Background: an optimization exercise with open tools, aiming at small area and a short achievable clock period. Do not read the settings as production practice.
No run shown here included a check of the RTL's function; only the layout flow was run.

File: flow/config.mk
export PLATFORM = sky130hd
export DESIGN_NAME = matrix_accelerator
export DESIGN_NICKNAME = matrix_accelerator
export VERILOG_FILES = /design/flow/design.v
export SDC_FILE = /design/flow/constraint.sdc
export NUM_CORES = 4
export LEC_CHECK = 0
export CAP_MARGIN = 20
export CORE_MARGIN = 2
export CORE_UTILIZATION = 40
export SETUP_SLACK_MARGIN = 4.0
export SLEW_MARGIN = 20
export SYNTH_HIERARCHICAL = 1
export SYNTH_MINIMUM_KEEP_SIZE = 0
File: flow/constraint.sdc
create_clock -name core_clock -period 8.0 [get_ports {clk}]
set_input_delay 1.6000 -clock core_clock [delete_from_list [all_inputs] [get_ports {clk}]]
set_output_delay 1.6000 -clock core_clock [all_outputs]
set_load 0.01 [all_outputs]
File: flow/design.v
`timescale 1ns / 1ps
module pe #(
    parameter WI = 0,       
    parameter WO = 16,      
    parameter SOUTH = 1     
) (
    input  wire                 clk,
    input  wire                 rst,
    input  wire                 load_weight,
    input  wire                 hold,        
    input  wire [7:0]           in_n,
    input  wire [7:0]           in_m,        
    input  wire [(WI>0?WI:1)-1:0] in_w,
    output wire [7:0]           out_s,
    output reg  [WO-1:0]        out_e
);
    reg  [7:0]    weight_reg;
    wire [WO-1:0] sum;
    wire [WO-1:0] w_ext;
    generate
        if (WI == 0) begin : C0
            assign w_ext = {WO{1'b0}};
            mac_0_16 mac (.a(in_m), .b(weight_reg), .y(sum));
        end else begin : CJ
            assign w_ext = {{(WO-WI){in_w[WI-1]}}, in_w};
            if (WI == 16)
                mac_16_17 mac (.a(in_m), .b(weight_reg), .e(in_w), .y(sum));
            else if (WO == 17)
                mac_17_17 mac (.a(in_m), .b(weight_reg), .e(in_w), .y(sum));
            else
                mac_17_18 mac (.a(in_m), .b(weight_reg), .e(in_w), .y(sum));
        end
    endgenerate
    generate
        if (SOUTH) begin : S
            reg [7:0] q;
            always @(posedge clk or posedge rst)
                if (rst) q <= 8'd0;
                else     q <= in_n;
            assign out_s = q;
        end else begin : NS
            assign out_s = 8'd0;
        end
    endgenerate
    always @(posedge clk)
        if (load_weight) weight_reg <= in_n;
    always @(posedge clk)
        if (rst)       out_e <= {WO{1'b0}};
        else if (hold) out_e <= w_ext;
        else           out_e <= sum;
endmodule
module mac_0_16 (
    input  wire [7:0] a,
    input  wire [7:0] b,
    output wire [15:0] y
);
    wire t0 = a[0] & b[0];
    wire t1 = a[0] & b[1];
    wire t2 = a[0] & b[2];
    wire t3 = a[0] & b[3];
    wire t4 = a[0] & b[4];
    wire t5 = a[0] & b[5];
    wire t6 = a[0] & b[6];
    wire t7 = ~(a[0] & b[7]);
    wire t8 = a[1] & b[0];
    wire t9 = a[1] & b[1];
    wire t10 = a[1] & b[2];
    wire t11 = a[1] & b[3];
    wire t12 = a[1] & b[4];
    wire t13 = a[1] & b[5];
    wire t14 = a[1] & b[6];
    wire t15 = ~(a[1] & b[7]);
    wire t16 = a[2] & b[0];
    wire t17 = a[2] & b[1];
    wire t18 = a[2] & b[2];
    wire t19 = a[2] & b[3];
    wire t20 = a[2] & b[4];
    wire t21 = a[2] & b[5];
    wire t22 = a[2] & b[6];
    wire t23 = ~(a[2] & b[7]);
    wire t24 = a[3] & b[0];
    wire t25 = a[3] & b[1];
    wire t26 = a[3] & b[2];
    wire t27 = a[3] & b[3];
    wire t28 = a[3] & b[4];
    wire t29 = a[3] & b[5];
    wire t30 = a[3] & b[6];
    wire t31 = ~(a[3] & b[7]);
    wire t32 = a[4] & b[0];
    wire t33 = a[4] & b[1];
    wire t34 = a[4] & b[2];
    wire t35 = a[4] & b[3];
    wire t36 = a[4] & b[4];
    wire t37 = a[4] & b[5];
    wire t38 = a[4] & b[6];
    wire t39 = ~(a[4] & b[7]);
    wire t40 = a[5] & b[0];
    wire t41 = a[5] & b[1];
    wire t42 = a[5] & b[2];
    wire t43 = a[5] & b[3];
    wire t44 = a[5] & b[4];
    wire t45 = a[5] & b[5];
    wire t46 = a[5] & b[6];
    wire t47 = ~(a[5] & b[7]);
    wire t48 = a[6] & b[0];
    wire t49 = a[6] & b[1];
    wire t50 = a[6] & b[2];
    wire t51 = a[6] & b[3];
    wire t52 = a[6] & b[4];
    wire t53 = a[6] & b[5];
    wire t54 = a[6] & b[6];
    wire t55 = ~(a[6] & b[7]);
    wire t56 = ~(a[7] & b[0]);
    wire t57 = ~(a[7] & b[1]);
    wire t58 = ~(a[7] & b[2]);
    wire t59 = ~(a[7] & b[3]);
    wire t60 = ~(a[7] & b[4]);
    wire t61 = ~(a[7] & b[5]);
    wire t62 = ~(a[7] & b[6]);
    wire t63 = a[7] & b[7];
    wire t64, t65;
    csa_ha ut64 (.a(t6), .b(t13), .s(t64), .co(t65));
    wire t66, t67;
    csa_fa ut66 (.a(t7), .b(t14), .c(t21), .s(t66), .co(t67));
    wire t68, t69;
    csa_ha ut68 (.a(t28), .b(t35), .s(t68), .co(t69));
    wire t70, t71;
    csa_fa ut70 (.a(t15), .b(t22), .c(t29), .s(t70), .co(t71));
    wire t72, t73;
    csa_fa ut72 (.a(t36), .b(t43), .c(t50), .s(t72), .co(t73));
    wire t74, t75;
    csa_fa ut74 (.a(t23), .b(t30), .c(t37), .s(t74), .co(t75));
    wire t76, t77;
    csa_ha ut76 (.a(t4), .b(t11), .s(t76), .co(t77));
    wire t78, t79;
    csa_fa ut78 (.a(t5), .b(t12), .c(t19), .s(t78), .co(t79));
    wire t80, t81;
    csa_ha ut80 (.a(t26), .b(t33), .s(t80), .co(t81));
    wire t82, t83;
    csa_fa ut82 (.a(t20), .b(t27), .c(t34), .s(t82), .co(t83));
    wire t84, t85;
    csa_fa ut84 (.a(t41), .b(t48), .c(t64), .s(t84), .co(t85));
    wire t86, t87;
    csa_fa ut86 (.a(t42), .b(t49), .c(t56), .s(t86), .co(t87));
    wire t88, t89;
    csa_fa ut88 (.a(t66), .b(t68), .c(t65), .s(t88), .co(t89));
    wire t90 = ~(t57 ^ t70);
    wire t91 = t57 | t70;
    wire t92, t93;
    csa_fa ut92 (.a(t72), .b(t67), .c(t69), .s(t92), .co(t93));
    wire t94, t95;
    csa_fa ut94 (.a(t44), .b(t51), .c(t58), .s(t94), .co(t95));
    wire t96, t97;
    csa_fa ut96 (.a(t74), .b(t71), .c(t73), .s(t96), .co(t97));
    wire t98, t99;
    csa_fa ut98 (.a(t31), .b(t38), .c(t45), .s(t98), .co(t99));
    wire t100, t101;
    csa_fa ut100 (.a(t52), .b(t59), .c(t75), .s(t100), .co(t101));
    wire t102, t103;
    csa_fa ut102 (.a(t39), .b(t46), .c(t53), .s(t102), .co(t103));
    wire t104, t105;
    csa_ha ut104 (.a(t3), .b(t10), .s(t104), .co(t105));
    wire t106, t107;
    csa_fa ut106 (.a(t18), .b(t25), .c(t32), .s(t106), .co(t107));
    wire t108, t109;
    csa_fa ut108 (.a(t40), .b(t78), .c(t80), .s(t108), .co(t109));
    wire t110, t111;
    csa_fa ut110 (.a(t82), .b(t84), .c(t79), .s(t110), .co(t111));
    wire t112, t113;
    csa_fa ut112 (.a(t86), .b(t88), .c(t83), .s(t112), .co(t113));
    wire t114, t115;
    csa_fa ut114 (.a(t90), .b(t92), .c(t87), .s(t114), .co(t115));
    wire t116, t117;
    csa_fa ut116 (.a(t94), .b(t96), .c(t91), .s(t116), .co(t117));
    wire t118, t119;
    csa_fa ut118 (.a(t98), .b(t100), .c(t95), .s(t118), .co(t119));
    wire t120, t121;
    csa_fa ut120 (.a(t60), .b(t102), .c(t99), .s(t120), .co(t121));
    wire t122, t123;
    csa_fa ut122 (.a(t47), .b(t54), .c(t61), .s(t122), .co(t123));
    wire t124, t125;
    csa_ha ut124 (.a(t2), .b(t9), .s(t124), .co(t125));
    wire t126, t127;
    csa_fa ut126 (.a(t17), .b(t24), .c(t104), .s(t126), .co(t127));
    wire t128, t129;
    csa_fa ut128 (.a(t76), .b(t106), .c(t105), .s(t128), .co(t129));
    wire t130, t131;
    csa_fa ut130 (.a(t77), .b(t108), .c(t107), .s(t130), .co(t131));
    wire t132, t133;
    csa_fa ut132 (.a(t81), .b(t110), .c(t109), .s(t132), .co(t133));
    wire t134, t135;
    csa_fa ut134 (.a(t85), .b(t112), .c(t111), .s(t134), .co(t135));
    wire t136, t137;
    csa_fa ut136 (.a(t89), .b(t114), .c(t113), .s(t136), .co(t137));
    wire t138, t139;
    csa_fa ut138 (.a(t93), .b(t116), .c(t115), .s(t138), .co(t139));
    wire t140, t141;
    csa_fa ut140 (.a(t97), .b(t118), .c(t117), .s(t140), .co(t141));
    wire t142, t143;
    csa_fa ut142 (.a(t101), .b(t120), .c(t119), .s(t142), .co(t143));
    wire t144, t145;
    csa_fa ut144 (.a(t103), .b(t122), .c(t121), .s(t144), .co(t145));
    wire t146, t147;
    csa_fa ut146 (.a(t55), .b(t62), .c(t123), .s(t146), .co(t147));
    wire [15:0] ra = {1'b1, t63, t146, t144, t142, t140, t138, t136, t134, t132, t130, t128, t126, t16, t1, t0};
    wire [15:0] rb = {1'b0, t147, t145, t143, t141, t139, t137, t135, t133, t131, t129, t127, t125, t124, t8, 1'b0};
    assign y = ra + rb;
endmodule
module mac_16_17 (
    input  wire [7:0] a,
    input  wire [7:0] b,
    input  wire [15:0] e,
    output wire [16:0] y
);
    wire t0 = a[0] & b[0];
    wire t1 = a[0] & b[1];
    wire t2 = a[0] & b[2];
    wire t3 = a[0] & b[3];
    wire t4 = a[0] & b[4];
    wire t5 = a[0] & b[5];
    wire t6 = a[0] & b[6];
    wire t7 = ~(a[0] & b[7]);
    wire t8 = a[1] & b[0];
    wire t9 = a[1] & b[1];
    wire t10 = a[1] & b[2];
    wire t11 = a[1] & b[3];
    wire t12 = a[1] & b[4];
    wire t13 = a[1] & b[5];
    wire t14 = a[1] & b[6];
    wire t15 = ~(a[1] & b[7]);
    wire t16 = a[2] & b[0];
    wire t17 = a[2] & b[1];
    wire t18 = a[2] & b[2];
    wire t19 = a[2] & b[3];
    wire t20 = a[2] & b[4];
    wire t21 = a[2] & b[5];
    wire t22 = a[2] & b[6];
    wire t23 = ~(a[2] & b[7]);
    wire t24 = a[3] & b[0];
    wire t25 = a[3] & b[1];
    wire t26 = a[3] & b[2];
    wire t27 = a[3] & b[3];
    wire t28 = a[3] & b[4];
    wire t29 = a[3] & b[5];
    wire t30 = a[3] & b[6];
    wire t31 = ~(a[3] & b[7]);
    wire t32 = a[4] & b[0];
    wire t33 = a[4] & b[1];
    wire t34 = a[4] & b[2];
    wire t35 = a[4] & b[3];
    wire t36 = a[4] & b[4];
    wire t37 = a[4] & b[5];
    wire t38 = a[4] & b[6];
    wire t39 = ~(a[4] & b[7]);
    wire t40 = a[5] & b[0];
    wire t41 = a[5] & b[1];
    wire t42 = a[5] & b[2];
    wire t43 = a[5] & b[3];
    wire t44 = a[5] & b[4];
    wire t45 = a[5] & b[5];
    wire t46 = a[5] & b[6];
    wire t47 = ~(a[5] & b[7]);
    wire t48 = a[6] & b[0];
    wire t49 = a[6] & b[1];
    wire t50 = a[6] & b[2];
    wire t51 = a[6] & b[3];
    wire t52 = a[6] & b[4];
    wire t53 = a[6] & b[5];
    wire t54 = a[6] & b[6];
    wire t55 = ~(a[6] & b[7]);
    wire t56 = ~(a[7] & b[0]);
    wire t57 = ~(a[7] & b[1]);
    wire t58 = ~(a[7] & b[2]);
    wire t59 = ~(a[7] & b[3]);
    wire t60 = ~(a[7] & b[4]);
    wire t61 = ~(a[7] & b[5]);
    wire t62 = ~(a[7] & b[6]);
    wire t63 = a[7] & b[7];
    wire t64 = ~e[15];
    wire t65, t66;
    csa_ha ut65 (.a(t5), .b(t12), .s(t65), .co(t66));
    wire t67, t68;
    csa_fa ut67 (.a(t6), .b(t13), .c(t20), .s(t67), .co(t68));
    wire t69, t70;
    csa_ha ut69 (.a(t27), .b(t34), .s(t69), .co(t70));
    wire t71, t72;
    csa_fa ut71 (.a(t7), .b(t14), .c(t21), .s(t71), .co(t72));
    wire t73, t74;
    csa_fa ut73 (.a(t28), .b(t35), .c(t42), .s(t73), .co(t74));
    wire t75, t76;
    csa_ha ut75 (.a(t49), .b(t56), .s(t75), .co(t76));
    wire t77, t78;
    csa_fa ut77 (.a(t15), .b(t22), .c(t29), .s(t77), .co(t78));
    wire t79, t80;
    csa_fa ut79 (.a(t36), .b(t43), .c(t50), .s(t79), .co(t80));
    wire t81 = ~(t57 ^ e[8]);
    wire t82 = t57 | e[8];
    wire t83, t84;
    csa_fa ut83 (.a(t23), .b(t30), .c(t37), .s(t83), .co(t84));
    wire t85, t86;
    csa_fa ut85 (.a(t44), .b(t51), .c(t58), .s(t85), .co(t86));
    wire t87, t88;
    csa_fa ut87 (.a(t31), .b(t38), .c(t45), .s(t87), .co(t88));
    wire t89, t90;
    csa_ha ut89 (.a(t3), .b(t10), .s(t89), .co(t90));
    wire t91, t92;
    csa_fa ut91 (.a(t4), .b(t11), .c(t18), .s(t91), .co(t92));
    wire t93, t94;
    csa_ha ut93 (.a(t25), .b(t32), .s(t93), .co(t94));
    wire t95, t96;
    csa_fa ut95 (.a(t19), .b(t26), .c(t33), .s(t95), .co(t96));
    wire t97, t98;
    csa_fa ut97 (.a(t40), .b(e[5]), .c(t65), .s(t97), .co(t98));
    wire t99, t100;
    csa_fa ut99 (.a(t41), .b(t48), .c(e[6]), .s(t99), .co(t100));
    wire t101, t102;
    csa_fa ut101 (.a(t67), .b(t69), .c(t66), .s(t101), .co(t102));
    wire t103, t104;
    csa_fa ut103 (.a(e[7]), .b(t71), .c(t73), .s(t103), .co(t104));
    wire t105, t106;
    csa_fa ut105 (.a(t75), .b(t68), .c(t70), .s(t105), .co(t106));
    wire t107, t108;
    csa_fa ut107 (.a(t77), .b(t79), .c(t81), .s(t107), .co(t108));
    wire t109, t110;
    csa_fa ut109 (.a(t72), .b(t74), .c(t76), .s(t109), .co(t110));
    wire t111, t112;
    csa_fa ut111 (.a(e[9]), .b(t83), .c(t85), .s(t111), .co(t112));
    wire t113, t114;
    csa_fa ut113 (.a(t78), .b(t80), .c(t82), .s(t113), .co(t114));
    wire t115, t116;
    csa_fa ut115 (.a(t52), .b(t59), .c(e[10]), .s(t115), .co(t116));
    wire t117, t118;
    csa_fa ut117 (.a(t87), .b(t84), .c(t86), .s(t117), .co(t118));
    wire t119, t120;
    csa_fa ut119 (.a(t39), .b(t46), .c(t53), .s(t119), .co(t120));
    wire t121, t122;
    csa_fa ut121 (.a(t60), .b(e[11]), .c(t88), .s(t121), .co(t122));
    wire t123, t124;
    csa_fa ut123 (.a(t47), .b(t54), .c(t61), .s(t123), .co(t124));
    wire t125, t126;
    csa_ha ut125 (.a(t2), .b(t9), .s(t125), .co(t126));
    wire t127, t128;
    csa_fa ut127 (.a(t17), .b(t24), .c(e[3]), .s(t127), .co(t128));
    wire t129, t130;
    csa_fa ut129 (.a(e[4]), .b(t91), .c(t93), .s(t129), .co(t130));
    wire t131, t132;
    csa_fa ut131 (.a(t95), .b(t97), .c(t92), .s(t131), .co(t132));
    wire t133, t134;
    csa_fa ut133 (.a(t99), .b(t101), .c(t96), .s(t133), .co(t134));
    wire t135, t136;
    csa_fa ut135 (.a(t103), .b(t105), .c(t100), .s(t135), .co(t136));
    wire t137, t138;
    csa_fa ut137 (.a(t107), .b(t109), .c(t104), .s(t137), .co(t138));
    wire t139, t140;
    csa_fa ut139 (.a(t111), .b(t113), .c(t108), .s(t139), .co(t140));
    wire t141, t142;
    csa_fa ut141 (.a(t115), .b(t117), .c(t112), .s(t141), .co(t142));
    wire t143, t144;
    csa_fa ut143 (.a(t119), .b(t121), .c(t116), .s(t143), .co(t144));
    wire t145, t146;
    csa_fa ut145 (.a(e[12]), .b(t123), .c(t120), .s(t145), .co(t146));
    wire t147, t148;
    csa_fa ut147 (.a(t55), .b(t62), .c(e[13]), .s(t147), .co(t148));
    wire t149, t150;
    csa_ha ut149 (.a(t1), .b(t8), .s(t149), .co(t150));
    wire t151, t152;
    csa_fa ut151 (.a(t16), .b(e[2]), .c(t125), .s(t151), .co(t152));
    wire t153, t154;
    csa_fa ut153 (.a(t89), .b(t127), .c(t126), .s(t153), .co(t154));
    wire t155, t156;
    csa_fa ut155 (.a(t90), .b(t129), .c(t128), .s(t155), .co(t156));
    wire t157, t158;
    csa_fa ut157 (.a(t94), .b(t131), .c(t130), .s(t157), .co(t158));
    wire t159, t160;
    csa_fa ut159 (.a(t98), .b(t133), .c(t132), .s(t159), .co(t160));
    wire t161, t162;
    csa_fa ut161 (.a(t102), .b(t135), .c(t134), .s(t161), .co(t162));
    wire t163, t164;
    csa_fa ut163 (.a(t106), .b(t137), .c(t136), .s(t163), .co(t164));
    wire t165, t166;
    csa_fa ut165 (.a(t110), .b(t139), .c(t138), .s(t165), .co(t166));
    wire t167, t168;
    csa_fa ut167 (.a(t114), .b(t141), .c(t140), .s(t167), .co(t168));
    wire t169, t170;
    csa_fa ut169 (.a(t118), .b(t143), .c(t142), .s(t169), .co(t170));
    wire t171, t172;
    csa_fa ut171 (.a(t122), .b(t145), .c(t144), .s(t171), .co(t172));
    wire t173, t174;
    csa_fa ut173 (.a(t124), .b(t147), .c(t146), .s(t173), .co(t174));
    wire t175, t176;
    csa_fa ut175 (.a(t63), .b(e[14]), .c(t148), .s(t175), .co(t176));
    wire [16:0] ra = {1'b1, t64, t175, t173, t171, t169, t167, t165, t163, t161, t159, t157, t155, t153, t151, e[1], t0};
    wire [16:0] rb = {1'b0, t176, t174, t172, t170, t168, t166, t164, t162, t160, t158, t156, t154, t152, t150, t149, e[0]};
    assign y = ra + rb;
endmodule
module mac_17_17 (
    input  wire [7:0] a,
    input  wire [7:0] b,
    input  wire [16:0] e,
    output wire [16:0] y
);
    wire t0 = a[0] & b[0];
    wire t1 = a[0] & b[1];
    wire t2 = a[0] & b[2];
    wire t3 = a[0] & b[3];
    wire t4 = a[0] & b[4];
    wire t5 = a[0] & b[5];
    wire t6 = a[0] & b[6];
    wire t7 = ~(a[0] & b[7]);
    wire t8 = a[1] & b[0];
    wire t9 = a[1] & b[1];
    wire t10 = a[1] & b[2];
    wire t11 = a[1] & b[3];
    wire t12 = a[1] & b[4];
    wire t13 = a[1] & b[5];
    wire t14 = a[1] & b[6];
    wire t15 = ~(a[1] & b[7]);
    wire t16 = a[2] & b[0];
    wire t17 = a[2] & b[1];
    wire t18 = a[2] & b[2];
    wire t19 = a[2] & b[3];
    wire t20 = a[2] & b[4];
    wire t21 = a[2] & b[5];
    wire t22 = a[2] & b[6];
    wire t23 = ~(a[2] & b[7]);
    wire t24 = a[3] & b[0];
    wire t25 = a[3] & b[1];
    wire t26 = a[3] & b[2];
    wire t27 = a[3] & b[3];
    wire t28 = a[3] & b[4];
    wire t29 = a[3] & b[5];
    wire t30 = a[3] & b[6];
    wire t31 = ~(a[3] & b[7]);
    wire t32 = a[4] & b[0];
    wire t33 = a[4] & b[1];
    wire t34 = a[4] & b[2];
    wire t35 = a[4] & b[3];
    wire t36 = a[4] & b[4];
    wire t37 = a[4] & b[5];
    wire t38 = a[4] & b[6];
    wire t39 = ~(a[4] & b[7]);
    wire t40 = a[5] & b[0];
    wire t41 = a[5] & b[1];
    wire t42 = a[5] & b[2];
    wire t43 = a[5] & b[3];
    wire t44 = a[5] & b[4];
    wire t45 = a[5] & b[5];
    wire t46 = a[5] & b[6];
    wire t47 = ~(a[5] & b[7]);
    wire t48 = a[6] & b[0];
    wire t49 = a[6] & b[1];
    wire t50 = a[6] & b[2];
    wire t51 = a[6] & b[3];
    wire t52 = a[6] & b[4];
    wire t53 = a[6] & b[5];
    wire t54 = a[6] & b[6];
    wire t55 = ~(a[6] & b[7]);
    wire t56 = ~(a[7] & b[0]);
    wire t57 = ~(a[7] & b[1]);
    wire t58 = ~(a[7] & b[2]);
    wire t59 = ~(a[7] & b[3]);
    wire t60 = ~(a[7] & b[4]);
    wire t61 = ~(a[7] & b[5]);
    wire t62 = ~(a[7] & b[6]);
    wire t63 = a[7] & b[7];
    wire t64 = ~e[16];
    wire t65, t66;
    csa_ha ut65 (.a(t5), .b(t12), .s(t65), .co(t66));
    wire t67, t68;
    csa_fa ut67 (.a(t6), .b(t13), .c(t20), .s(t67), .co(t68));
    wire t69, t70;
    csa_ha ut69 (.a(t27), .b(t34), .s(t69), .co(t70));
    wire t71, t72;
    csa_fa ut71 (.a(t7), .b(t14), .c(t21), .s(t71), .co(t72));
    wire t73, t74;
    csa_fa ut73 (.a(t28), .b(t35), .c(t42), .s(t73), .co(t74));
    wire t75, t76;
    csa_ha ut75 (.a(t49), .b(t56), .s(t75), .co(t76));
    wire t77, t78;
    csa_fa ut77 (.a(t15), .b(t22), .c(t29), .s(t77), .co(t78));
    wire t79, t80;
    csa_fa ut79 (.a(t36), .b(t43), .c(t50), .s(t79), .co(t80));
    wire t81 = ~(t57 ^ e[8]);
    wire t82 = t57 | e[8];
    wire t83, t84;
    csa_fa ut83 (.a(t23), .b(t30), .c(t37), .s(t83), .co(t84));
    wire t85, t86;
    csa_fa ut85 (.a(t44), .b(t51), .c(t58), .s(t85), .co(t86));
    wire t87, t88;
    csa_fa ut87 (.a(t31), .b(t38), .c(t45), .s(t87), .co(t88));
    wire t89, t90;
    csa_ha ut89 (.a(t3), .b(t10), .s(t89), .co(t90));
    wire t91, t92;
    csa_fa ut91 (.a(t4), .b(t11), .c(t18), .s(t91), .co(t92));
    wire t93, t94;
    csa_ha ut93 (.a(t25), .b(t32), .s(t93), .co(t94));
    wire t95, t96;
    csa_fa ut95 (.a(t19), .b(t26), .c(t33), .s(t95), .co(t96));
    wire t97, t98;
    csa_fa ut97 (.a(t40), .b(e[5]), .c(t65), .s(t97), .co(t98));
    wire t99, t100;
    csa_fa ut99 (.a(t41), .b(t48), .c(e[6]), .s(t99), .co(t100));
    wire t101, t102;
    csa_fa ut101 (.a(t67), .b(t69), .c(t66), .s(t101), .co(t102));
    wire t103, t104;
    csa_fa ut103 (.a(e[7]), .b(t71), .c(t73), .s(t103), .co(t104));
    wire t105, t106;
    csa_fa ut105 (.a(t75), .b(t68), .c(t70), .s(t105), .co(t106));
    wire t107, t108;
    csa_fa ut107 (.a(t77), .b(t79), .c(t81), .s(t107), .co(t108));
    wire t109, t110;
    csa_fa ut109 (.a(t72), .b(t74), .c(t76), .s(t109), .co(t110));
    wire t111, t112;
    csa_fa ut111 (.a(e[9]), .b(t83), .c(t85), .s(t111), .co(t112));
    wire t113, t114;
    csa_fa ut113 (.a(t78), .b(t80), .c(t82), .s(t113), .co(t114));
    wire t115, t116;
    csa_fa ut115 (.a(t52), .b(t59), .c(e[10]), .s(t115), .co(t116));
    wire t117, t118;
    csa_fa ut117 (.a(t87), .b(t84), .c(t86), .s(t117), .co(t118));
    wire t119, t120;
    csa_fa ut119 (.a(t39), .b(t46), .c(t53), .s(t119), .co(t120));
    wire t121, t122;
    csa_fa ut121 (.a(t60), .b(e[11]), .c(t88), .s(t121), .co(t122));
    wire t123, t124;
    csa_fa ut123 (.a(t47), .b(t54), .c(t61), .s(t123), .co(t124));
    wire t125, t126;
    csa_ha ut125 (.a(t2), .b(t9), .s(t125), .co(t126));
    wire t127, t128;
    csa_fa ut127 (.a(t17), .b(t24), .c(e[3]), .s(t127), .co(t128));
    wire t129, t130;
    csa_fa ut129 (.a(e[4]), .b(t91), .c(t93), .s(t129), .co(t130));
    wire t131, t132;
    csa_fa ut131 (.a(t95), .b(t97), .c(t92), .s(t131), .co(t132));
    wire t133, t134;
    csa_fa ut133 (.a(t99), .b(t101), .c(t96), .s(t133), .co(t134));
    wire t135, t136;
    csa_fa ut135 (.a(t103), .b(t105), .c(t100), .s(t135), .co(t136));
    wire t137, t138;
    csa_fa ut137 (.a(t107), .b(t109), .c(t104), .s(t137), .co(t138));
    wire t139, t140;
    csa_fa ut139 (.a(t111), .b(t113), .c(t108), .s(t139), .co(t140));
    wire t141, t142;
    csa_fa ut141 (.a(t115), .b(t117), .c(t112), .s(t141), .co(t142));
    wire t143, t144;
    csa_fa ut143 (.a(t119), .b(t121), .c(t116), .s(t143), .co(t144));
    wire t145, t146;
    csa_fa ut145 (.a(e[12]), .b(t123), .c(t120), .s(t145), .co(t146));
    wire t147, t148;
    csa_fa ut147 (.a(t55), .b(t62), .c(e[13]), .s(t147), .co(t148));
    wire t149, t150;
    csa_ha ut149 (.a(t1), .b(t8), .s(t149), .co(t150));
    wire t151, t152;
    csa_fa ut151 (.a(t16), .b(e[2]), .c(t125), .s(t151), .co(t152));
    wire t153, t154;
    csa_fa ut153 (.a(t89), .b(t127), .c(t126), .s(t153), .co(t154));
    wire t155, t156;
    csa_fa ut155 (.a(t90), .b(t129), .c(t128), .s(t155), .co(t156));
    wire t157, t158;
    csa_fa ut157 (.a(t94), .b(t131), .c(t130), .s(t157), .co(t158));
    wire t159, t160;
    csa_fa ut159 (.a(t98), .b(t133), .c(t132), .s(t159), .co(t160));
    wire t161, t162;
    csa_fa ut161 (.a(t102), .b(t135), .c(t134), .s(t161), .co(t162));
    wire t163, t164;
    csa_fa ut163 (.a(t106), .b(t137), .c(t136), .s(t163), .co(t164));
    wire t165, t166;
    csa_fa ut165 (.a(t110), .b(t139), .c(t138), .s(t165), .co(t166));
    wire t167, t168;
    csa_fa ut167 (.a(t114), .b(t141), .c(t140), .s(t167), .co(t168));
    wire t169, t170;
    csa_fa ut169 (.a(t118), .b(t143), .c(t142), .s(t169), .co(t170));
    wire t171, t172;
    csa_fa ut171 (.a(t122), .b(t145), .c(t144), .s(t171), .co(t172));
    wire t173, t174;
    csa_fa ut173 (.a(t124), .b(t147), .c(t146), .s(t173), .co(t174));
    wire t175, t176;
    csa_fa ut175 (.a(t63), .b(e[14]), .c(t148), .s(t175), .co(t176));
    wire t177 = ~e[15];
    wire [16:0] ra = {t64, t177, t175, t173, t171, t169, t167, t165, t163, t161, t159, t157, t155, t153, t151, e[1], t0};
    wire [16:0] rb = {e[15], t176, t174, t172, t170, t168, t166, t164, t162, t160, t158, t156, t154, t152, t150, t149, e[0]};
    assign y = ra + rb;
endmodule
module mac_17_18 (
    input  wire [7:0] a,
    input  wire [7:0] b,
    input  wire [16:0] e,
    output wire [17:0] y
);
    wire t0 = a[0] & b[0];
    wire t1 = a[0] & b[1];
    wire t2 = a[0] & b[2];
    wire t3 = a[0] & b[3];
    wire t4 = a[0] & b[4];
    wire t5 = a[0] & b[5];
    wire t6 = a[0] & b[6];
    wire t7 = ~(a[0] & b[7]);
    wire t8 = a[1] & b[0];
    wire t9 = a[1] & b[1];
    wire t10 = a[1] & b[2];
    wire t11 = a[1] & b[3];
    wire t12 = a[1] & b[4];
    wire t13 = a[1] & b[5];
    wire t14 = a[1] & b[6];
    wire t15 = ~(a[1] & b[7]);
    wire t16 = a[2] & b[0];
    wire t17 = a[2] & b[1];
    wire t18 = a[2] & b[2];
    wire t19 = a[2] & b[3];
    wire t20 = a[2] & b[4];
    wire t21 = a[2] & b[5];
    wire t22 = a[2] & b[6];
    wire t23 = ~(a[2] & b[7]);
    wire t24 = a[3] & b[0];
    wire t25 = a[3] & b[1];
    wire t26 = a[3] & b[2];
    wire t27 = a[3] & b[3];
    wire t28 = a[3] & b[4];
    wire t29 = a[3] & b[5];
    wire t30 = a[3] & b[6];
    wire t31 = ~(a[3] & b[7]);
    wire t32 = a[4] & b[0];
    wire t33 = a[4] & b[1];
    wire t34 = a[4] & b[2];
    wire t35 = a[4] & b[3];
    wire t36 = a[4] & b[4];
    wire t37 = a[4] & b[5];
    wire t38 = a[4] & b[6];
    wire t39 = ~(a[4] & b[7]);
    wire t40 = a[5] & b[0];
    wire t41 = a[5] & b[1];
    wire t42 = a[5] & b[2];
    wire t43 = a[5] & b[3];
    wire t44 = a[5] & b[4];
    wire t45 = a[5] & b[5];
    wire t46 = a[5] & b[6];
    wire t47 = ~(a[5] & b[7]);
    wire t48 = a[6] & b[0];
    wire t49 = a[6] & b[1];
    wire t50 = a[6] & b[2];
    wire t51 = a[6] & b[3];
    wire t52 = a[6] & b[4];
    wire t53 = a[6] & b[5];
    wire t54 = a[6] & b[6];
    wire t55 = ~(a[6] & b[7]);
    wire t56 = ~(a[7] & b[0]);
    wire t57 = ~(a[7] & b[1]);
    wire t58 = ~(a[7] & b[2]);
    wire t59 = ~(a[7] & b[3]);
    wire t60 = ~(a[7] & b[4]);
    wire t61 = ~(a[7] & b[5]);
    wire t62 = ~(a[7] & b[6]);
    wire t63 = a[7] & b[7];
    wire t64 = ~e[16];
    wire t65, t66;
    csa_ha ut65 (.a(t5), .b(t12), .s(t65), .co(t66));
    wire t67, t68;
    csa_fa ut67 (.a(t6), .b(t13), .c(t20), .s(t67), .co(t68));
    wire t69, t70;
    csa_ha ut69 (.a(t27), .b(t34), .s(t69), .co(t70));
    wire t71, t72;
    csa_fa ut71 (.a(t7), .b(t14), .c(t21), .s(t71), .co(t72));
    wire t73, t74;
    csa_fa ut73 (.a(t28), .b(t35), .c(t42), .s(t73), .co(t74));
    wire t75, t76;
    csa_ha ut75 (.a(t49), .b(t56), .s(t75), .co(t76));
    wire t77, t78;
    csa_fa ut77 (.a(t15), .b(t22), .c(t29), .s(t77), .co(t78));
    wire t79, t80;
    csa_fa ut79 (.a(t36), .b(t43), .c(t50), .s(t79), .co(t80));
    wire t81 = ~(t57 ^ e[8]);
    wire t82 = t57 | e[8];
    wire t83, t84;
    csa_fa ut83 (.a(t23), .b(t30), .c(t37), .s(t83), .co(t84));
    wire t85, t86;
    csa_fa ut85 (.a(t44), .b(t51), .c(t58), .s(t85), .co(t86));
    wire t87, t88;
    csa_fa ut87 (.a(t31), .b(t38), .c(t45), .s(t87), .co(t88));
    wire t89, t90;
    csa_ha ut89 (.a(t3), .b(t10), .s(t89), .co(t90));
    wire t91, t92;
    csa_fa ut91 (.a(t4), .b(t11), .c(t18), .s(t91), .co(t92));
    wire t93, t94;
    csa_ha ut93 (.a(t25), .b(t32), .s(t93), .co(t94));
    wire t95, t96;
    csa_fa ut95 (.a(t19), .b(t26), .c(t33), .s(t95), .co(t96));
    wire t97, t98;
    csa_fa ut97 (.a(t40), .b(e[5]), .c(t65), .s(t97), .co(t98));
    wire t99, t100;
    csa_fa ut99 (.a(t41), .b(t48), .c(e[6]), .s(t99), .co(t100));
    wire t101, t102;
    csa_fa ut101 (.a(t67), .b(t69), .c(t66), .s(t101), .co(t102));
    wire t103, t104;
    csa_fa ut103 (.a(e[7]), .b(t71), .c(t73), .s(t103), .co(t104));
    wire t105, t106;
    csa_fa ut105 (.a(t75), .b(t68), .c(t70), .s(t105), .co(t106));
    wire t107, t108;
    csa_fa ut107 (.a(t77), .b(t79), .c(t81), .s(t107), .co(t108));
    wire t109, t110;
    csa_fa ut109 (.a(t72), .b(t74), .c(t76), .s(t109), .co(t110));
    wire t111, t112;
    csa_fa ut111 (.a(e[9]), .b(t83), .c(t85), .s(t111), .co(t112));
    wire t113, t114;
    csa_fa ut113 (.a(t78), .b(t80), .c(t82), .s(t113), .co(t114));
    wire t115, t116;
    csa_fa ut115 (.a(t52), .b(t59), .c(e[10]), .s(t115), .co(t116));
    wire t117, t118;
    csa_fa ut117 (.a(t87), .b(t84), .c(t86), .s(t117), .co(t118));
    wire t119, t120;
    csa_fa ut119 (.a(t39), .b(t46), .c(t53), .s(t119), .co(t120));
    wire t121, t122;
    csa_fa ut121 (.a(t60), .b(e[11]), .c(t88), .s(t121), .co(t122));
    wire t123, t124;
    csa_fa ut123 (.a(t47), .b(t54), .c(t61), .s(t123), .co(t124));
    wire t125, t126;
    csa_ha ut125 (.a(t2), .b(t9), .s(t125), .co(t126));
    wire t127, t128;
    csa_fa ut127 (.a(t17), .b(t24), .c(e[3]), .s(t127), .co(t128));
    wire t129, t130;
    csa_fa ut129 (.a(e[4]), .b(t91), .c(t93), .s(t129), .co(t130));
    wire t131, t132;
    csa_fa ut131 (.a(t95), .b(t97), .c(t92), .s(t131), .co(t132));
    wire t133, t134;
    csa_fa ut133 (.a(t99), .b(t101), .c(t96), .s(t133), .co(t134));
    wire t135, t136;
    csa_fa ut135 (.a(t103), .b(t105), .c(t100), .s(t135), .co(t136));
    wire t137, t138;
    csa_fa ut137 (.a(t107), .b(t109), .c(t104), .s(t137), .co(t138));
    wire t139, t140;
    csa_fa ut139 (.a(t111), .b(t113), .c(t108), .s(t139), .co(t140));
    wire t141, t142;
    csa_fa ut141 (.a(t115), .b(t117), .c(t112), .s(t141), .co(t142));
    wire t143, t144;
    csa_fa ut143 (.a(t119), .b(t121), .c(t116), .s(t143), .co(t144));
    wire t145, t146;
    csa_fa ut145 (.a(e[12]), .b(t123), .c(t120), .s(t145), .co(t146));
    wire t147, t148;
    csa_fa ut147 (.a(t55), .b(t62), .c(e[13]), .s(t147), .co(t148));
    wire t149, t150;
    csa_ha ut149 (.a(t1), .b(t8), .s(t149), .co(t150));
    wire t151, t152;
    csa_fa ut151 (.a(t16), .b(e[2]), .c(t125), .s(t151), .co(t152));
    wire t153, t154;
    csa_fa ut153 (.a(t89), .b(t127), .c(t126), .s(t153), .co(t154));
    wire t155, t156;
    csa_fa ut155 (.a(t90), .b(t129), .c(t128), .s(t155), .co(t156));
    wire t157, t158;
    csa_fa ut157 (.a(t94), .b(t131), .c(t130), .s(t157), .co(t158));
    wire t159, t160;
    csa_fa ut159 (.a(t98), .b(t133), .c(t132), .s(t159), .co(t160));
    wire t161, t162;
    csa_fa ut161 (.a(t102), .b(t135), .c(t134), .s(t161), .co(t162));
    wire t163, t164;
    csa_fa ut163 (.a(t106), .b(t137), .c(t136), .s(t163), .co(t164));
    wire t165, t166;
    csa_fa ut165 (.a(t110), .b(t139), .c(t138), .s(t165), .co(t166));
    wire t167, t168;
    csa_fa ut167 (.a(t114), .b(t141), .c(t140), .s(t167), .co(t168));
    wire t169, t170;
    csa_fa ut169 (.a(t118), .b(t143), .c(t142), .s(t169), .co(t170));
    wire t171, t172;
    csa_fa ut171 (.a(t122), .b(t145), .c(t144), .s(t171), .co(t172));
    wire t173, t174;
    csa_fa ut173 (.a(t124), .b(t147), .c(t146), .s(t173), .co(t174));
    wire t175, t176;
    csa_fa ut175 (.a(t63), .b(e[14]), .c(t148), .s(t175), .co(t176));
    wire t177 = ~e[15];
    wire [17:0] ra = {1'b1, t64, t177, t175, t173, t171, t169, t167, t165, t163, t161, t159, t157, t155, t153, t151, e[1], t0};
    wire [17:0] rb = {1'b0, e[15], t176, t174, t172, t170, t168, t166, t164, t162, t160, t158, t156, t154, t152, t150, t149, e[0]};
    assign y = ra + rb;
endmodule
module csa_fa (input wire a, input wire b, input wire c, output wire s, output wire co);
    assign s  = a ^ b ^ c;
    assign co = (a & b) | (a & c) | (b & c);
endmodule
module csa_ha (input wire a, input wire b, output wire s, output wire co);
    assign s  = a ^ b;
    assign co = a & b;
endmodule
`timescale 1ns / 1ps
module skew_buffer(
    input  wire        clk,
    input  wire        rst,
    input  wire [31:0] raw_input,
    output wire [31:0] skewed_output
);
    reg [7:0] d1_1;
    reg [7:0] d2_1, d2_2;
    reg [7:0] d3_1, d3_2, d3_3;
    always @(posedge clk or posedge rst) begin
        if (rst) begin
            d1_1 <= 0;
            d2_1 <= 0; d2_2 <= 0;
            d3_1 <= 0; d3_2 <= 0; d3_3 <= 0;
        end else begin
            d1_1 <= raw_input[15:8];
            d2_1 <= raw_input[23:16];
            d2_2 <= d2_1;
            d3_1 <= raw_input[31:24];
            d3_2 <= d3_1;
            d3_3 <= d3_2;
        end
    end
    assign skewed_output = {d3_3, d2_2, d1_1, raw_input[7:0]};
endmodule
`timescale 1ns / 1ps
module systolic_array(
    input  wire        clk,
    input  wire        rst,
    input  wire        load_weight,
    input  wire        hold,
    input  wire [31:0] in_n,
    input  wire [31:0] in_m,        
    output wire [95:0] out_e
);
    genvar i, j;
    generate
        for (i = 0; i < 4; i = i + 1) begin : ROW
            wire [7:0]  n0, n1, n2, n3;
            wire [7:0]  m0, m1, m2, m3;
            wire [15:0] e0;
            wire [16:0] e1, e2;
            wire [17:0] e3;
            wire [7:0]  s0, s1, s2, s3;
            if (i == 0) begin : TOP
                assign {n3, n2, n1, n0} = in_n;
                assign {m3, m2, m1, m0} = in_m;
            end else begin : BELOW
                assign {n3, n2, n1, n0} = {ROW[i-1].s3, ROW[i-1].s2, ROW[i-1].s1, ROW[i-1].s0};
                assign {m3, m2, m1, m0} = {n3, n2, n1, n0};
            end
            pe #(.WI(0),  .WO(16), .SOUTH(i < 3)) c0 (clk, rst, load_weight, hold, n0, m0, 1'b0, s0, e0);
            pe #(.WI(16), .WO(17), .SOUTH(i < 3)) c1 (clk, rst, load_weight, hold, n1, m1, e0,   s1, e1);
            pe #(.WI(17), .WO(17), .SOUTH(i < 3)) c2 (clk, rst, load_weight, hold, n2, m2, e1,   s2, e2);
            pe #(.WI(17), .WO(18), .SOUTH(i < 3)) c3 (clk, rst, load_weight, hold, n3, m3, e2,   s3, e3);
            assign out_e[24*i +: 24] = {{6{e3[17]}}, e3};
        end
    endgenerate
endmodule
`timescale 1ns / 1ps
module matrix_accelerator(
    input  wire        clk,
    input  wire        rst,
    input  wire        load_weight,
    input  wire [31:0] activation_in,
    output wire [95:0] result_out
);
    wire [31:0] skewed;
    skew_buffer skew_unit (
        .clk(clk),
        .rst(rst),
        .raw_input(activation_in),
        .skewed_output(skewed)
    );
    reg valid;
    always @(posedge clk or posedge rst)
        if (rst)              valid <= 1'b0;
        else if (load_weight) valid <= 1'b1;
    wire [31:0] in_n = {load_weight ? activation_in[31:8] : skewed[31:8],
                        activation_in[7:0]};
    systolic_array array_core (
        .clk(clk),
        .rst(rst),
        .load_weight(load_weight),
        .hold(load_weight | ~valid),
        .in_n(in_n),
        .in_m(skewed),   
        .out_e(result_out)
    );
endmodule
File: flow/run.sh
#!/bin/bash
# synth_recipe.tcl (not shown) runs the flow's synth.tcl, then flattens the netlist and writes it again
# the make line also repeats each setting of config.mk as NAME=value (left out here)
make -C /OpenROAD-flow-scripts/flow DESIGN_CONFIG=/design/flow/config.mk WORK_HOME=/design/flow/orfs CLKGATE_MAP_FILE= SYNTH_SCRIPT=/design/flow/synth_recipe.tcl finish
==> flow_summary.yaml, run 1 <==
layout:
  drive_above_1_share: 0.286
  area_growth_syn_to_layout_pct: 25.8
  max_flop_register: "array_core.ROW.c3.out_e"
  reg.largest.list: "array_core.ROW.c3.out_e x72, array_core.ROW.c1.out_e x68, array_core.ROW.c2.out_e x68"
  finalNonFillerCells: 7125
  nNetsFinal: 6472
  design_area_sq_mm: 0.0655
  largest_reg_flops: 72
  layout_common_cells: "and2_1, fa_1, buf_4"
  diodes: 0
  final_common_cell: "and2_1"
synth:
  syn_avg_cell_area_sq_um: 11.0
  syn-num-nets: 5887
  synthCells: 4744
  synthesis.area_sq_mm: 0.0521
  ys_warn_count: 16
detailed_routing:
  drc: 0
  antenna_left: 0
  vias_per_cell: 5.16
  routed_wirelength_mm: 128
  vias: 36700
  dr.pass1.iters: 5
  wl_per_cell_um: 17.9
  drt_iter0_markers: 1825
critical_path:
  cp_top_family: "adder cells"
  crit_top_cell: "fa_1"
  path_cells: "buf_12 > and2_4 > fa_2 > fa_1 > fa_1 > fa_1 > ha_4 > a21oi_4 > o21ai_4 > or3_1 > mux2i_1 > nor2_1 > nor3b_2"
  worstSetupPathType: "in -> reg"
  worstSetupStartpointType: "primary input"
  critPathRequiredTime_ns: 8.52
  cp_max_fo: 5
  cp.arrival_ns: 4.99
  max_stage_delay_ns: 0.57
  end_kind: "flip-flop"
  cp_slowest_cell: "fa_2"
  worst-path-buf-inv: 1
sta:
  maxSlewHeadroom: 0.299
  clock_skew_ns: 0.0307
  worstMarginPinSlew_ns: 1.05
  hold-worst-slack_ns: 0.347
  setup_tns_ns: 0
  min_period_ns: 4.47
  setup_viol: 0
  rsz0062_at_grt: "yes"
  report.final.slew_viol_count: 0
  hold_viol: 0
  fin_crit_sh: 0.559
  max_freq_mhz: 224
  setup_ws_ns: 3.53
run_status:
  status: "finished clean"
clock_network:
  cts_root_buffer: "clkbuf_16"
  cts_sinks: 545
  cts_buffers: 68
  cts_tree: "done"
  path_clk_slew_ns: 0.06
  holdBufCountCts: 0
  clock_path_buffers: 3
  htree_levels: 3
  clkLatencyLatePin_ns: 0.66
hold_path:
  hold_class: "reg -> reg"
global_routing:
  grt_pass1_wl_mm: 208
  grt_pass1_vias: 39400
  antenna_found_initial: 0
  grt_max_degree: 194
  grt_use_total: 0.193
  grt-ovfl-total: 0
floorplan:
  start_util: 0.403
  die_w_um: 365
  fp.dieH_um: 365
  rows: 132
  die-area_sq_mm: 0.133
  core_sq_mm: 0.129
  io_pins: 131
run:
  maxCapViolCount: 0
placement:
  post_dp_cell_area_sq_mm: 0.0548
  portBuffers: 130
  place_hpwl_mm: 91.8
  dp.cells: 6490
  pre_cts_ws_ns: 2.10
  gp_congestion: 0.860
## metal layers
layer / global-route usage / vias to the layer above / part of all wire
li1: - / 17200 / -
met1: 0.259 / 18800 / 0.46
met2: 0.327 / 600 / 0.49
met3: 0.0244 / 200 / 0.030
met4: 0.0510 / 0 / 0.024
met5: 0 / - / 0
## final cells by class
cell class | count | area, sq um
clock inverters | 38 | 379
well taps | 1742 | 2180
fillers | 11300 | 63800
flip-flops and latches | 545 | 13100
clock buffers | 86 | 1960
inverters | 130 | 492
repair buffers | 650 | 5670
multi-input cells | 3934 | 41800
## final timing paths
kind	from	endpoint	slack (ns)	depth (start not counted)
max	activation_in[4]	array_core.ROW[0].c0.out_e[12]	3.53	13
min	skew_unit.d3_1[5]	skew_unit.d3_2[5]	0.35	0
max reg2reg	array_core.ROW[0].c3.weight_reg[4]	array_core.ROW[0].c3.out_e[16]	3.59	16
min reg2reg	skew_unit.d3_1[5]	skew_unit.d3_2[5]	0.35	0
max in group asynchronous	rst	skew_unit.d2_2[5]	5.70	4
min in group asynchronous	rst	array_core.ROW[0].c1.S.q[4]	1.05	2
## timing repair
| action | CTS | global route |
|---|---|---|
| endpoints found under the setup margin | 153 | 154 |
| buffers inserted | 400 | 111 |
| gates cloned | 0 | 0 |
| resized for setup | 752 | 344 |
| pin swaps | 568 | 381 |
## through the flow
stage               utilization
finish                    0.507
global route              0.507
CTS                       0.489
detailed placement        0.424
global placement          0.424
floorplan                     -
==> run 2, diff against run 1 <==
--- a/flow/config.mk
+++ b/flow/config.mk
@@ -5,10 +5,11 @@
 export SDC_FILE = /design/flow/constraint.sdc
 export NUM_CORES = 4
 export LEC_CHECK = 0
+export ABC_AREA = 1
 export CAP_MARGIN = 20
 export CORE_MARGIN = 2
 export CORE_UTILIZATION = 40
-export SETUP_SLACK_MARGIN = 4.0
+export SETUP_SLACK_MARGIN = 3.0
 export SLEW_MARGIN = 20
 export SYNTH_HIERARCHICAL = 1
 export SYNTH_MINIMUM_KEEP_SIZE = 0
==> flow_summary.yaml, run 2 <==
synth:
  syn-num-nets: 8738
  syn_avg_cell_area_sq_um: 7.53
  synthCells: 7595
  ys_warn_count: 16
  synthesis.area_sq_mm: 0.0572
detailed_routing:
  drc: 0
  dr.pass1.iters: 6
  vias: 43400
  wl_per_cell_um: 14.3
  drt_iter0_markers: 2492
  vias_per_cell: 4.62
  routed_wirelength_mm: 135
  antenna_left: 0
layout:
  drive_above_1_share: 0.0477
  largest_reg_flops: 72
  design_area_sq_mm: 0.0616
  post-route-util: 0.435
  fill_cells: 14200
  layout_common_cells: "nand2_1, inv_1, fa_1"
  finalNonFillerCells: 9404
  max_flop_register: "array_core.ROW.c3.out_e"
  multi_input_area_sq_mm: 0.0362
  area_growth_syn_to_layout_pct: 7.65
  seqCellArea_sq_mm: 0.0129
  reg.largest.list: "array_core.ROW.c3.out_e x72, array_core.ROW.c1.out_e x68, array_core.ROW.c2.out_e x68"
  nNetsFinal: 8598
  final_common_cell: "nand2_1"
global_routing:
  grt_max_degree: 116
  antenna_found_initial: 1
  grt_pass1_wl_mm: 229
  grt_use_total: 0.193
  grt_pass1_vias: 45300
  grt-ovfl-total: 0
placement:
  post_dp_cell_area_sq_mm: 0.0592
  portBuffers: 130
  place_hpwl_mm: 108
  gp_congestion: 0.874
  dp.cells: 9273
  pre_cts_ws_ns: 2.13
floorplan:
  rows: 138
  die-area_sq_mm: 0.146
  core_sq_mm: 0.142
  die_w_um: 382
  io_pins: 131
  start_util: 0.404
  fp.dieH_um: 382
sta:
  hold-worst-slack_ns: 0.336
  clock_skew_ns: 0.0598
  maxSlewHeadroom: 0.319
  setup_viol: 0
  worstMarginPinSlew_ns: 1.02
  hold_viol: 0
  rsz0062_at_grt: "no"
  min_period_ns: 4.60
  max_freq_mhz: 217
  setup_ws_ns: 3.40
  fin_crit_sh: 0.575
  setup_tns_ns: 0
  report.final.slew_viol_count: 0
run:
  maxCapViolCount: 0
critical_path:
  max_stage_delay_ns: 0.58
  worstSetupPathType: "in -> reg"
  cp_max_fo: 10
  path_cells: "dlymetal6s2s_1 > nand2_1 > fa_1 > fa_1 > fa_1 > fa_1 > ha_1 > nand2_1 > nand2_1 > nand2_1 > nand2_1 > a21oi_1 > nand2_1 > nand2_1 > nand2_1 > inv_1 > nor2_2"
  critPathRequiredTime_ns: 8.56
  rr_endpoint: "array_core.ROW[2].c3.out_e[13]"
  end_kind: "flip-flop"
  cp_slowest_cell: "fa_1"
  worstSetupStartpointType: "primary input"
  rr_worst_depth: 15
  rrSetupSlack_ns: 3.74
  crit_top_cell: "nand2_1"
  cp.arrival_ns: 5.16
  reg2reg_from: "array_core.ROW[1].c3.S.q[3]"
clock_network:
  cts_root_buffer: "clkbuf_16"
  cts_buffers: 70
  cts_tree: "done"
  clkLatencyLatePin_ns: 0.69
  clock_path_buffers: 3
  path_clk_slew_ns: 0.06
  htree_levels: 3
  cts_sinks: 545
hold_path:
  hold_end: "skew_unit.d2_2[0]"
  min_path_cells: 0
  worstHoldStart: "skew_unit.d2_1[0]"
  hold_class: "reg -> reg"
run_status:
  status: "finished clean"
run 2: cell types whose count changed in the layout (fill, tap and decap cells not counted), sizes merged, moves of 84 or more:
cell / delta
and2: -824
buf: -519
inv: +1545
mux2i: -200
nand2: +2238
nand3: +116
nor2: +304
xnor2: -84
run 2: worst max-delay path: cells and delay by family:
family                   cells  cell delay (ns)
adder cells (fa/ha/maj)      5             2.39
buffers and inverters        2             0.36
AND/OR/NAND/NOR              9             0.64
AO/OA/AOI/OAI                1             0.18
run 2: area by class of cell:
cell class,count,share of cell area
Clock inverter,45,0.00857
Inverter,1679,0.103
Multi-Input combinational cell,5022,0.587
Timing Repair Buffer,137,0.0223
Antenna cell,1,0.0000406
Tap cell,1890,0.0384
Sequential cell,545,0.210
Clock buffer,85,0.0314
run 2: per-layer routing:
metal | share of wire | wire length (um) | global-route usage | up-vias
li1 | - | - | - | 21800
met1 | 0.44 | 59000 | 0.243 | 20700
met2 | 0.49 | 66700 | 0.344 | 788
met3 | 0.038 | 5150 | 0.0240 | 208
met4 | 0.030 | 3990 | 0.0557 | 0
met5 | 0 | 0 | 0 | -
run 2: how the worst max path moves through the flow:
stage | startpoint | to | slack (ns) | cells after the start
floorplan | activation_in[3] | array_core.ROW[0].c0.out_e[14] | 3.01 | 17
global placement | activation_in[2] | array_core.ROW[0].c0.out_e[14] | 2.17 | 15
detailed placement | activation_in[2] | array_core.ROW[0].c0.out_e[14] | 2.13 | 15
CTS | activation_in[6] | array_core.ROW[0].c0.out_e[15] | 3.03 | 15
global route | activation_in[0] | array_core.ROW[0].c0.out_e[14] | 3.11 | 17
finish | activation_in[0] | array_core.ROW[0].c0.out_e[14] | 3.40 | 17
run 2: what timing repair did:
item / CTS / global route
hold buffers: 0 / 0
endpoints found under the setup margin: 5 / 8
setup buffers: 0 / 0
resized for setup: 5 / 12
==> run 3, diff against run 2 <==
--- a/flow/config.mk
+++ b/flow/config.mk
@@ -5,10 +5,9 @@
 export SDC_FILE = /design/flow/constraint.sdc
 export NUM_CORES = 4
 export LEC_CHECK = 0
-export ABC_AREA = 1
 export CAP_MARGIN = 20
 export CORE_MARGIN = 2
-export CORE_UTILIZATION = 40
+export CORE_UTILIZATION = 55
 export SETUP_SLACK_MARGIN = 3.0
 export SLEW_MARGIN = 20
 export SYNTH_HIERARCHICAL = 1
==> flow_summary.yaml, run 3 <==
run_status:
  status: "finished clean"
layout:
  diodes: 0
  largest_reg_flops: 72
  multi_input_area_sq_mm: 0.0376
  final_common_cell: "and2_1"
  finalNonFillerCells: 6125
  layout_common_cells: "and2_1, fa_1, ha_1"
  max_flop_register: "array_core.ROW.c3.out_e"
  area_growth_syn_to_layout_pct: 8.13
  reg.largest.list: "array_core.ROW.c3.out_e x72, array_core.ROW.c1.out_e x68, array_core.ROW.c2.out_e x68"
  fill_cells: 8030
  seqCellArea_sq_mm: 0.0129
  post-route-util: 0.602
  nNetsFinal: 5961
  drive_above_1_share: 0.0556
detailed_routing:
  vias: 33600
  antenna_left: 0
  vias_per_cell: 5.48
  wl_per_cell_um: 18.7
  drt_iter0_markers: 1934
  routed_wirelength_mm: 115
  drc: 0
  dr.pass1.iters: 5
synth:
  syn_avg_cell_area_sq_um: 11.0
  ys_warn_count: 16
  synthCells: 4744
  synthesis.area_sq_mm: 0.0521
  syn-num-nets: 5887
critical_path:
  worstSetupPathType: "in -> reg"
  end_kind: "flip-flop"
  cp_max_fo: 10
  path_cells: "clkbuf_2 > and2_1 > fa_1 > fa_1 > fa_1 > fa_1 > ha_4 > a21oi_1 > o21ai_2 > or3_1 > mux2i_1 > nor2_1 > nor3b_2"
  crit_top_cell: "fa_1"
  cp_slowest_cell: "fa_1"
  max_stage_delay_ns: 0.60
  critPathRequiredTime_ns: 8.47
  worstSetupStartpointType: "primary input"
  cp.arrival_ns: 5.22
sta:
  fin_crit_sh: 0.593
  hold-worst-slack_ns: 0.339
  clock_skew_ns: 0.0248
  min_period_ns: 4.75
  rsz0062_at_grt: "no"
  maxSlewHeadroom: 0.358
  report.final.slew_viol_count: 0
  worstMarginPinSlew_ns: 0.963
  setup_ws_ns: 3.25
  setup_viol: 0
  hold_viol: 0
  setup_tns_ns: 0
  max_freq_mhz: 211
clock_network:
  clock_path_buffers: 3
  path_clk_slew_ns: 0.06
  cts_sinks: 545
  cts_buffers: 69
  post_cts_buffers: 0
  htree_levels: 3
  cts_tree: "done"
  clkLatencyLatePin_ns: 0.62
  cts_root_buffer: "clkbuf_16"
floorplan:
  io_pins: 131
  fp.dieH_um: 312
  core_sq_mm: 0.0936
  rows: 112
  start_util: 0.557
  die_w_um: 312
  die-area_sq_mm: 0.0972
global_routing:
  grt_pass1_wl_mm: 192
  grt-ovfl-total: 0
  grt_use_total: 0.244
  grt_pass1_vias: 35200
  grt_max_degree: 144
  antenna_found_initial: 1
run:
  maxCapViolCount: 0
placement:
  portBuffers: 130
  gp_congestion: 0.868
  place_hpwl_mm: 89.8
  pre_cts_ws_ns: 2.10
  dp.cells: 6001
hold_path:
  hold_class: "reg -> reg"
## run 3: per-stage QoR
stage	area, sq um
floorplan	52200
global placement	54000
detailed placement	54000
CTS	56400
global route	56300
finish	56300
## run 3: area by class of cell
| type | instances | area share |
|---|---|---|
| tap | 1254 | 0.0279 |
| inverter | 130 | 0.00866 |
| sequential | 545 | 0.229 |
| multi-input combinational | 3934 | 0.668 |
| clock inverter | 28 | 0.00571 |
| clock buffer | 96 | 0.0362 |
| timing repair buffer | 138 | 0.0244 |
## run 3: worst max-delay path: cells and delay by family
kind | cells | cell delay [ns]
multiplexers | 1 | 0.15
adder cells (fa/ha/maj) | 5 | 2.29
buffers and inverters | 1 | 0.18
AO/OA/AOI/OAI | 2 | 0.29
AND/OR/NAND/NOR | 4 | 0.70
## run 3: timing repair
| action | in CTS | in global routing |
|---|---|---|
| resized for setup | 7 | 15 |
| setup endpoints to repair | 5 | 5 |
| hold buffers | 0 | 0 |
| hold endpoints to repair | 0 | 0 |
## run 3: final timing paths
path,from,endpoint,slack (ns),depth (start not counted)
max,activation_in[1],array_core.ROW[0].c0.out_e[12],3.25,13
min,skew_unit.d2_1[7],skew_unit.d2_2[7],0.34,0
max reg2reg,array_core.ROW[3].c3.weight_reg[6],array_core.ROW[3].c3.out_e[17],3.41,13
min reg2reg,skew_unit.d2_1[7],skew_unit.d2_2[7],0.34,0
max in group asynchronous,rst,skew_unit.d2_2[3],5.50,4
min in group asynchronous,rst,valid,1.10,2
## run 3: per-layer routing
metal | track usage | share of wire | vias up
li1 | - | - | 16100
met1 | 0.385 | 0.52 | 16700
met2 | 0.360 | 0.43 | 577
met3 | 0.0317 | 0.040 | 132
met4 | 0.0460 | 0.017 | 0
met5 | 0 | 0 | -

what the ideal ports hide:
The results above use ideal ports. As a check the final layouts listed here were re-extracted and re-timed, cells and wires unchanged.
Step 1: set_driving_cell puts a clkbuf_16 on clk and a buf_2 on each other input, an assumption about the parent block.
Step 2 times the ports against the registers' clock, not the clock port: input delays grow and output delays shrink by t, the midpoint of the rising clock arrivals with the driver on.
Slacks: ideal ports / drivers / drivers and shift; pairs: ideal ports / drivers.
run	shift t [ns]	setup WS [ns]	worst slew at a driven data input, ns
run 1	0.718	3.528 / 3.553 / 2.834	0.06
run 2	0.734	3.400 / 3.440 / 2.706	0.10
run 3	0.675	3.253 / 3.287 / 2.612	0.07
After both steps setup and hold are still met in every run listed.
